Context: an optimization exercise on an open-source flow, tuned for small area. The choices shown serve that exercise and are no tape-out recipe. RTL that was checked went through simulation tests only; none was proved equivalent to the original. The clock port is modelled as an ideal driver, which makes a skipped or thinned clock tree look cheaper than it is; a real chip needs a root buffer or a tree. Power and IR drop assume default switching activity.

==> flow/design.v <==
module digital_lock #(
	parameter	width = 4,
	parameter	tick_cycles = 250
)(
	input				clock,
	input				reset,
	input		[3:0]	key,
	output	reg	[6:0]	HEX0,
	output	reg	[6:0]	HEX1,
	output	reg	[6:0]	HEX2,
	output	reg	[6:0]	HEX3,
	output	reg	[6:0]	HEX4,
	output	reg	[6:0]	HEX5,
	output	reg			LOCK_STATE,
	output	reg			UNLOCK_STATE,
	output	reg			ORIGIN_STATE,
	output	reg			SECOND_STATE,
	output	reg			THIRD_STATE
);
localparam	UNLOCKED		= 3'b000;
localparam	UNLOCKED_ERR	= 3'b001;
localparam	SECOND			= 3'b010;
localparam	LOCKING			= 3'b011;
localparam	THIRD			= 3'b110;
localparam	UNLOCKING		= 3'b111;
localparam	ORIGIN			= 3'b100;
localparam	LOCKED			= 3'b101;
localparam	TICK_START	= 8'h08;
localparam	TICK_END	= 8'ha0;
localparam	TH_START	= 3'b001;
localparam	C0 = 3'b110, C1 = 3'b100, C2 = 3'b000, C3 = 3'b001,
			C4 = 3'b010, C5 = 3'b101, C6 = 3'b011, C7 = 3'b111;
reg	[2:0]	state;
reg	[3:0]	key_last;
reg	[7:0]	counter;
reg	[2:0]	t_h;
reg	[2:0]	cnt_o, cnt_b;	 
reg	[7:0]	pw_o, pw_b;		 
reg			t_e;
reg	[3:0]	shown;			 
wire	[3:0]	press = key_last & ~key;
wire			any_press = |press;
wire	[1:0]	digit = {~press[0] & ~press[1], ~press[0] & (press[1] | press[2])};
wire			tick = ({counter[7:6], counter[4:0]} == {TICK_END[7:6], TICK_END[4:0]});
wire			in_o = (state == ORIGIN);
wire			in_b = state[1] & ~state[0];
wire			in_entry = in_o | in_b;
wire	[2:0]	cnt = in_o ? cnt_o : cnt_b;
wire			confirm = (cnt == C4) & press[1];
wire			timeout = ~t_h[1] & ~t_h[0];
wire			enter = ~confirm & ~timeout & any_press;	 
wire			show = ~timeout & ~any_press;				 
wire	[2:0]	cnt_next = {cnt[1:0], cnt[0] ? (cnt[2] | cnt[1]) : ~cnt[2]};
wire	[3:0]	wpos = {cnt == C3, cnt == C2, cnt == C1, cnt == C0};
wire	[3:0]	spos = {cnt == C4, cnt == C3, cnt == C2, cnt == C1};
wire	[7:0]	pw_shown = ORIGIN_STATE ? pw_o : pw_b;
wire			match = (pw_shown == pw_o);
integer k;
always @(posedge clock) begin
	key_last	<= key;
	if (!reset) begin
		cnt_o	<= C0;
		cnt_b	<= C0;
	end
	else if (confirm) begin
		if (in_o) cnt_o <= C0;
		if (in_b) cnt_b <= C0;
	end
	else if (enter) begin
		if (in_o) cnt_o <= cnt_next;
		if (in_b) cnt_b <= cnt_next;
	end
	for (k = 0; k < 4; k = k + 1)
		if (enter & wpos[k]) begin
			if (in_o) pw_o[2*k +: 2] <= digit;
			if (in_b) pw_b[2*k +: 2] <= digit;
		end
	if (!in_entry | confirm)
		t_h		<= TH_START;
	else if (tick)
		t_h		<= {t_h[1:0], t_h[2] ^ t_h[1]};
	if (!reset | tick)
		counter	<= TICK_START;
	else
		counter	<= {counter[6:0], counter[7] ^ counter[5] ^ counter[4] ^ counter[3]};
	if (!in_entry | confirm | (show & (cnt == C7)))
		shown	<= 4'b0000;
	else if (show)
		shown	<= shown | spos;
	LOCK_STATE		<= !reset | (state == LOCKED);
	UNLOCK_STATE	<= !reset | (state[2:1] == 2'b00);
	ORIGIN_STATE	<= !reset | in_o;
	SECOND_STATE	<= !reset | (state[2:1] == 2'b01);
	THIRD_STATE		<= !reset | (state[2:1] == 2'b11);
	if (!reset) begin
		state	<= UNLOCKED;
		t_e		<= 1'b0;
	end
	else case (state)
		UNLOCKED, UNLOCKED_ERR: if (press[0])
			state	<= ORIGIN;
		LOCKED: if (press[3])
			state	<= THIRD;
		ORIGIN: if (confirm)
			state	<= SECOND;
		else if (timeout)
			state	<= UNLOCKED;
		SECOND: if (confirm)
			state	<= LOCKING;
		else if (timeout)
			state	<= UNLOCKED;
		THIRD: if (confirm)
			state	<= UNLOCKING;
		else if (timeout)
			state	<= LOCKED;
		LOCKING:
			state	<= match ? LOCKED : UNLOCKED_ERR;
		UNLOCKING: if (match)
			state	<= UNLOCKED;
		else begin
			state	<= LOCKED;
			t_e		<= 1'b1;
		end
	endcase
end
wire		m_u = UNLOCK_STATE & ~state[2] & ~state[0];	 
wire		m_lck = LOCK_STATE & state[0];					 
wire		m_e = (UNLOCK_STATE & state[0]) | (m_lck & t_e);	 
wire		m_l = m_lck & ~t_e;								 
function [6:0] lit;
	input [1:0] x;
	lit = {x[1] | x[0], x[1] & ~x[0], ~x[1] & x[0], x[0], x[1] | ~x[0], 1'b1, x[0]};
endfunction
wire	[6:0]	l5 = {7{shown[0]}} & lit(pw_shown[1:0]);
wire	[6:0]	l4 = {7{shown[1]}} & lit(pw_shown[3:2]);
wire	[6:0]	l3 = {7{shown[2]}} & lit(pw_shown[5:4]);
wire	[6:0]	l2 = {7{shown[3]}} & lit(pw_shown[7:6]);
wire			m_any = m_e | m_u | m_l;
always @(*) begin
	HEX5 = ~(l5 | {m_e, m_any, m_any, m_any, m_u, m_u, m_e});
	HEX4 = ~(l4 | {m_any, 1'b0, m_any, m_l, m_u | m_l, 1'b0, 1'b0});
	HEX3 = ~(l3 | {m_e | m_l, m_u, m_any, m_u | m_l, 1'b0, 1'b0, 1'b0});
	HEX2 = ~(l2 | {m_any, m_l, m_any, m_any, m_e | m_u, m_l, 1'b0});
	HEX1 = ~{m_e | m_u, 1'b0, m_e | m_u, m_u, 3'b000};
	HEX0 = ~{m_u, m_u, m_u, m_u, 1'b0, m_u, 1'b0};
end
endmodule
Settings: LEC_CHECK=0, CAP_MARGIN=20, CORE_MARGIN=2, CORE_UTILIZATION=40, SLEW_MARGIN=20; clock period 10.0 ns.
standard.sh (not shown) runs the stock make flow with config.mk's settings and CLKGATE_MAP_FILE= SYNTH_SCRIPT=/design/flow/synth_recipe.tcl, a recipe that flattens the netlist after the stock synthesis.
==> flow/flow/run.sh <==
#!/bin/bash
# Standard layout (the standard.sh on ORFS), with three changes:
#  - before global placement every logic cell gets the smallest drive
#    strength of its kind (flow/downsize.tcl); repair_design in the
#    placement step sizes up again where needed;
#  - the port buffers are the smallest buffer (sky130_fd_sc_hd__buf_1);
#  - the clock tree is a few sky130_fd_sc_hd__clkbuf_8, each at the centre
#    of a cluster of registers it drives, all driven by the clock port
#    (flow/cts_pre.tcl builds it before the CTS step and turns
#    clock_tree_synthesis into a no-op); the rest of the CTS step (timing
#    repair, legalisation) runs as usual.
# The tools' output goes to standard.log; ORFS keeps its per-step logs
# under orfs/logs.
set -uo pipefail
export BUFFER_PORTS_ARGS="-buffer_cell sky130_fd_sc_hd__buf_1"
export PRE_GLOBAL_PLACE_TCL="$PWD/flow/downsize.tcl"
export PRE_CTS_TCL="$PWD/flow/cts_pre.tcl"
bash standard.sh > standard.log 2>&1
==> flow/flow/downsize.tcl <==
# Before global placement: give every logic cell the smallest drive strength
# of its kind (synthesis upsizes some for a timing target this design meets
# with a wide margin); the placement step's repair_design sizes cells up
# again where slew or capacitance needs it.
set db [ord::get_db]
set nswap 0
foreach inst [[ord::get_db_block] getInsts] {
  set m [$inst getMaster]
  set name [$m getName]
  if { ![regexp {^(sky130_fd_sc_hd__[a-z0-9]+)_([0-9]+)$} $name -> base drive] } { continue }
  if { [regexp {__(df|edf|sdf|dl|tap|fill|decap|conb|clk)} $base] } { continue }
  set best $name
  set best_area [expr { [$m getWidth] * [$m getHeight] }]
  foreach d {0 1 2} {
    set cand [$db findMaster ${base}_$d]
    if { $cand eq "NULL" || $cand eq "" } { continue }
    set a [expr { [$cand getWidth] * [$cand getHeight] }]
    if { $a < $best_area } { set best ${base}_$d; set best_area $a }
  }
  if { $best ne $name } {
    replace_cell [$inst getName] $best
    incr nswap
  }
}
puts "downsize: $nswap cells given a smaller drive strength"
Other scripts of this flow, unchanged in this note and not shown: flow/flow/cts_pre.tcl
The starting point produced a clean layout.
Edit:
--- a/flow/flow/run.sh
+++ b/flow/flow/run.sh
@@ -2,4 +2 @@
-# Standard layout (the standard.sh on ORFS), with three changes:
-#  - before global placement every logic cell gets the smallest drive
-#    strength of its kind (flow/downsize.tcl); repair_design in the
-#    placement step sizes up again where needed;
+# Standard layout (the standard.sh on ORFS), with two changes:
@@ -16 +12,0 @@
-export PRE_GLOBAL_PLACE_TCL="$PWD/flow/downsize.tcl"
removed: flow/flow/downsize.tcl
Result:
- register-to-register slack degrades by 210 ps
- sequential cell count does not change
- via count goes down by 0.65%
- routed wire length increases by 0.47%
- design area came out higher by 1.3%
- setup slack improves by 48 ps
- die area is unchanged
No run of this note takes its clock network from TritonCTS; it comes from the design's own scripts or RTL.

== run 1 ==
digital_lock, a different RTL version from the one above (not shown whole).
Size in the first run: ~300 cells after synthesis, ~53 I/O pins.
Design digital_lock, start of the top module:
module digital_lock #(
	parameter	width = 4,
	parameter	tick_cycles = 250
)(
	input				clock,
	input				reset,
	input		[3:0]	key,
	output	reg	[6:0]	HEX0,
	output	reg	[6:0]	HEX1,
	output	reg	[6:0]	HEX2,
	output	reg	[6:0]	HEX3,
	output	reg	[6:0]	HEX4,
	output	reg	[6:0]	HEX5,
	output	reg			LOCK_STATE,
	output	reg			UNLOCK_STATE,
	output	reg			ORIGIN_STATE,
	output	reg			SECOND_STATE,
	output	reg			THIRD_STATE
);
==> flow/config.mk <==
export PLATFORM = sky130hd
export DESIGN_NAME = digital_lock
export DESIGN_NICKNAME = digital_lock
export VERILOG_FILES = /design/flow/design.v
export SDC_FILE = /design/flow/constraint.sdc
export NUM_CORES = 4
export LEC_CHECK = 0
export CAP_MARGIN = 20
export CORE_MARGIN = 2
export CORE_UTILIZATION = 40
export SLEW_MARGIN = 20
==> flow/constraint.sdc <==
create_clock -name core_clock -period 10.0 [get_ports {clock}]
set_input_delay 2.0000 -clock core_clock [delete_from_list [all_inputs] [get_ports {clock}]]
set_output_delay 2.0000 -clock core_clock [all_outputs]
set_load 0.01 [all_outputs]
==> flow/flow/run.sh <==
#!/bin/bash
# Standard layout, with the port buffers made of the smallest buffer and a
# clock tree without dummy loads.
cp standard.sh standard_sh_copy.log
export BUFFER_PORTS_ARGS="-buffer_cell sky130_fd_sc_hd__buf_1"
export CTS_ARGS="-sink_clustering_enable -repair_clock_nets -sink_clustering_size 64 -sink_clustering_max_diameter 500 -buf_list {sky130_fd_sc_hd__clkbuf_2 sky130_fd_sc_hd__clkbuf_4 sky130_fd_sc_hd__clkbuf_8} -dont_use_dummy_load"
bash standard.sh > standard.log 2>&1
Relative to run 1, the following input files were edited for run 2:
==> flow/run.sh (new file) <==
#!/bin/bash
# synth_recipe.tcl (not shown) runs the flow's synth.tcl, then flattens the netlist and writes it again
# the make line also repeats each setting of config.mk as NAME=value (left out here)
make -C /OpenROAD-flow-scripts/flow DESIGN_CONFIG=/design/flow/config.mk WORK_HOME=/design/flow/orfs CLKGATE_MAP_FILE= SYNTH_SCRIPT=/design/flow/synth_recipe.tcl finish
removed: flow/flow/run.sh
removed: flow/standard.sh
--- outcome ---
The run showing the smaller part of the total power dissipated in combinational logic is run 1.
Overall routed net length: lower on run 2
Run 2 vs. run 1: setup slack has decreased; areal power density over the cells went up 2.5 mW/mm²; count of inverters not on the clock network in the layout level; area of all placed cells without fillers shows an increase of 330 µm².
On wire length on met1, the higher figure sits with run 1, not run 2.
On worst IR drop on VDD: between run 1 and run 2, it ends up higher for run 2.
In the flow results for run 1 and run 2, the via count of the first global-routing pass is smaller on run 2.
Run 2 did not stop at any stage, and its layout met the timing, design-rule and antenna checks.
Taking run 1 as the reference, in run 2 arrival time at the worst endpoint went up by 0.26 ns, global-route usage now sits at about the same level.
Input changes introduced in run 3 (baseline for comparison: run 2):
==> flow/flow/run.sh (new file) <==
#!/bin/bash
# Standard layout, with the port buffers made of the smallest buffer and a
# clock tree without dummy loads.
cp standard.sh standard_sh_copy.log
export BUFFER_PORTS_ARGS="-buffer_cell sky130_fd_sc_hd__buf_1"
export CTS_ARGS="-sink_clustering_enable -repair_clock_nets -sink_clustering_size 64 -sink_clustering_max_diameter 500 -buf_list sky130_fd_sc_hd__clkbuf_8 -dont_use_dummy_load"
bash standard.sh > standard.log 2>&1
==> flow/standard.sh (new file) <==
#!/bin/bash
# synth_recipe.tcl (not shown) runs the flow's synth.tcl, then flattens the netlist and writes it again
# the make line also repeats each setting of config.mk as NAME=value (left out here)
make -C /OpenROAD-flow-scripts/flow DESIGN_CONFIG=/design/flow/config.mk WORK_HOME=/design/flow/orfs CLKGATE_MAP_FILE= SYNTH_SCRIPT=/design/flow/synth_recipe.tcl "${@:-finish}"
removed: flow/run.sh
Notes after the runs:
Core utilization (run 3 over run 2): decrease, 4.8 points. Compared with run 2, in run 3 setup slack of the critical path after layout up 0.26 ns, total power per unit cell area down 1.9%. Of the two values seen for leading cell type in the layout, fill and taps excluded, sky130_fd_sc_hd__buf_1 was produced by run 3 and sky130_fd_sc_hd__clkdlybuf4s50_1 by run 2. Diff run 2 -> run 3 | slew at the pin with the worst max-slew slack | increase of 0.24 ns. Cell-internal power came out lower on run 3 than on run 2.
Input changes introduced in run 4 (baseline for comparison: run 3):
==> flow/flow/run.sh <==
#!/bin/bash
# Standard layout, with the port buffers made of the smallest buffer and a
# clock tree without dummy loads.
cp standard.sh standard_sh_copy.log
export BUFFER_PORTS_ARGS="-buffer_cell sky130_fd_sc_hd__buf_1"
export CTS_ARGS="-sink_clustering_enable -repair_clock_nets -sink_clustering_size 64 -sink_clustering_max_diameter 500 -buf_list sky130_fd_sc_hd__clkbuf_16 -dont_use_dummy_load"
bash standard.sh > standard.log 2>&1
[summary]
Between run 4 and run 3, the violation count after the first detailed-routing iteration is higher for run 4.
Run 4 gives more post-synthesis to final-layout area growth than run 3 did.
Both conditions hold for run 4: the flow ran to the end and the final layout passed the timing, design-rule and antenna checks.
Portion of the clock cycle consumed by the worst path in the final layout, run 4 and run 3, lower one = run 4.
When the final numbers for run 4 and run 3 were put side by side, the clock-cell share of area turned out to be greater in run 4.
Run 4 and run 3 ended up with roughly the same sequential cell count.
Function was not checked in any run of this note: the RTL went through the layout flow alone.

## what the ideal ports hide
No port has a modelled driver above. Below, the same layouts with a new extraction and two added sets of constraints.
Step 1, drivers: a clkbuf_16 drives clock and a buf_2 each remaining input, both assumed.
Step 2, shift: input delay + t, output delay - t, t = (earliest + latest rising clock arrival at the registers) / 2. This alone moves slack from input paths to output paths.
Slacks: no drivers / after step 1 / after step 2; pairs: no drivers / after step 1.
| run | shift t [ns] | setup slack, ns | worst setup path after step 2 | cell pins on the clock port's net |
|---|---|---|---|---|
| the first run of note 1 | 0.199 | 6.126 / 6.077 / 6.226 | input to register | 3 |
| the second run of note 1 | 0.204 | 6.174 / 6.123 / 6.327 | register to output | 3 |
| run 1 | 0.320 | 5.596 / 5.567 / 5.887 | register to output | 1 |
| run 2 | 0.328 | 5.340 / 5.311 / 5.638 | register to output | 1 |
| run 3 | 0.320 | 5.596 / 5.567 / 5.887 | register to output | 1 |
| run 4 | 0.311 | 5.657 / 5.624 / 5.935 | register to output | 1 |
After both steps every run listed still meets setup and hold.
